From an optimization exercise on the open Yosys and OpenROAD flow, aimed at small area; shortcuts taken in it are not production practice.
RTL that was checked went through simulation tests only; none was proved equivalent to the original.

## blue
==> module act_shifter, before the edit <==
module act_shifter(
    input  [26:0] d_in,
    input  [2:0]  n_shift,
    input         is_last_layer,
    output [7:0]  d_out
);
wire [10:0] s1n;
wire [8:0]  s2;
wire [7:0]  vn;
genvar i;
generate
    for (i = 0; i < 11; i = i + 1) begin : g_s1
        mux2n u_mux (.a(d_in[i]), .b(d_in[i + 4]), .s(n_shift[2]), .y(s1n[i]));
    end
    for (i = 0; i < 9; i = i + 1) begin : g_s2
        mux2n u_mux (.a(s1n[i]), .b(s1n[i + 2]), .s(n_shift[1]), .y(s2[i]));
    end
    for (i = 0; i < 8; i = i + 1) begin : g_s3
        mux2n u_mux (.a(s2[i]), .b(s2[i + 1]), .s(n_shift[0]), .y(vn[i]));
    end
endgenerate
wire [6:0] mask = 7'b1111111 << n_shift;
wire       over = (|d_in[25:15]) | (|(d_in[14:8] & mask));
wire neg  = ~is_last_layer & d_in[26];
wire clip = ~is_last_layer & over;
assign d_out = ~((vn & {8{~clip}}) | {8{neg}});
endmodule
==> module mux2n, before the edit <==
module mux2n (input a, input b, input s, output y);
assign y = ~(s ? b : a);
endmodule
Settings: LEC_CHECK=0, CAP_MARGIN=20, CORE_MARGIN=2, CORE_UTILIZATION=40, GPL_TIMING_DRIVEN=0, SLEW_MARGIN=20, SYNTH_HIERARCHICAL=1; clock period 8.0 ns.
standard.sh (not shown) runs the stock make flow with config.mk's settings and CLKGATE_MAP_FILE= SYNTH_SCRIPT=/design/flow/synth_recipe.tcl, a recipe that flattens the netlist after the stock synthesis.
==> flow/flow/run.sh <==
#!/bin/bash
# The standard layout (standard.sh) with two changes after synthesis:
# the buffers synthesis put in are removed at floorplan, and every port
# is buffered by a sky130_fd_sc_hd__buf_2 cell.
set -uo pipefail
bash standard.sh synth > synth.log 2>&1 || exit 1
REMOVE_ABC_BUFFERS=1 BUFFER_PORTS_ARGS="-buffer_cell sky130_fd_sc_hd__buf_2" bash standard.sh finish > finish.log 2>&1
Here is what was changed in the inputs of green compared with blue.
--- a/flow/design.v
+++ b/flow/design.v
@@ -8665,35 +8665,20 @@
 module act_shifter(
     input  [26:0] d_in,
     input  [2:0]  n_shift,
     input         is_last_layer,
     output [7:0]  d_out
 );
-wire [10:0] s1n;
-wire [8:0]  s2;
-wire [7:0]  vn;
-genvar i;
-generate
-    for (i = 0; i < 11; i = i + 1) begin : g_s1
-        mux2n u_mux (.a(d_in[i]), .b(d_in[i + 4]), .s(n_shift[2]), .y(s1n[i]));
-    end
-    for (i = 0; i < 9; i = i + 1) begin : g_s2
-        mux2n u_mux (.a(s1n[i]), .b(s1n[i + 2]), .s(n_shift[1]), .y(s2[i]));
-    end
-    for (i = 0; i < 8; i = i + 1) begin : g_s3
-        mux2n u_mux (.a(s2[i]), .b(s2[i + 1]), .s(n_shift[0]), .y(vn[i]));
-    end
-endgenerate
+wire [10:0] s1 = n_shift[2] ? d_in[14:4] : d_in[10:0];
+wire [8:0]  s2 = n_shift[1] ? s1[10:2]  : s1[8:0];
+wire [7:0]  v  = n_shift[0] ? s2[8:1]   : s2[7:0];
 wire [6:0] mask = 7'b1111111 << n_shift;
 wire       over = (|d_in[25:15]) | (|(d_in[14:8] & mask));
 wire neg  = ~is_last_layer & d_in[26];
 wire clip = ~is_last_layer & over;
-assign d_out = ~((vn & {8{~clip}}) | {8{neg}});
-endmodule
-module mux2n (input a, input b, input s, output y);
-assign y = ~(s ? b : a);
+assign d_out = (v | {8{clip}}) & ~{8{neg}};
 endmodule
 module bnorm_quant_act(
     input            clk,
     input            resetn,
     input            is_last_layer,
     input  [15:0]    scale,
Share of the synthesized netlist area taken by xor and xnor gates essentially unchanged between blue and green.
Per the comparison of green with blue, count of unique library cells instantiated by Yosys went up; cell count after placement did not really move; sum of overflow across all layers after global routing did not really move; post-placement worst setup slack went down; simple logic cell fraction of the synthesized area did not really move.
blue has a lower aggregate routed wire length than green.
blue vs green, library cell contributing the largest single delay on the critical path: sky130_fd_sc_hd__and2_2 vs sky130_fd_sc_hd__fa_1
Sort green and blue by wire length of the first global-routing pass desc -> top: green
The multi-input gate share of total cell area on blue is in line with that on green.
Function not checked in green: the RTL went through the layout flow alone.

[static timing again, ports no longer ideal]
Ports are ideal in the flow. The routed layouts listed here were re-timed in OpenROAD. Step 1 (the two cells are an assumption about what drives the block):
set clk [get_ports {clk}]
set_driving_cell -lib_cell sky130_fd_sc_hd__clkbuf_16 $clk
set_driving_cell -lib_cell sky130_fd_sc_hd__buf_2 [delete_from_list [all_inputs] $clk]
Step 2 moves the port delays by t, midway between the first and last clock arrival at a register: inputs arrive t later, outputs are due t later. That takes back most of the time a late clock gives input paths. Three values: no drivers, after step 1, after step 2; two values: the first two.
| run | t (ns) | setup WS [ns] | clock arrival spread, ns | pins driven straight from the clock port |
|---|---|---|---|---|
| blue | 0.521 | 0.272 / 0.307 / -0.214 | 0.014 / 0.014 | 1 |
| green | 0.519 | 0.332 / 0.365 / -0.154 | 0.014 / 0.014 | 1 |
Met with ideal ports but missed after step 2: setup timing in blue and green.
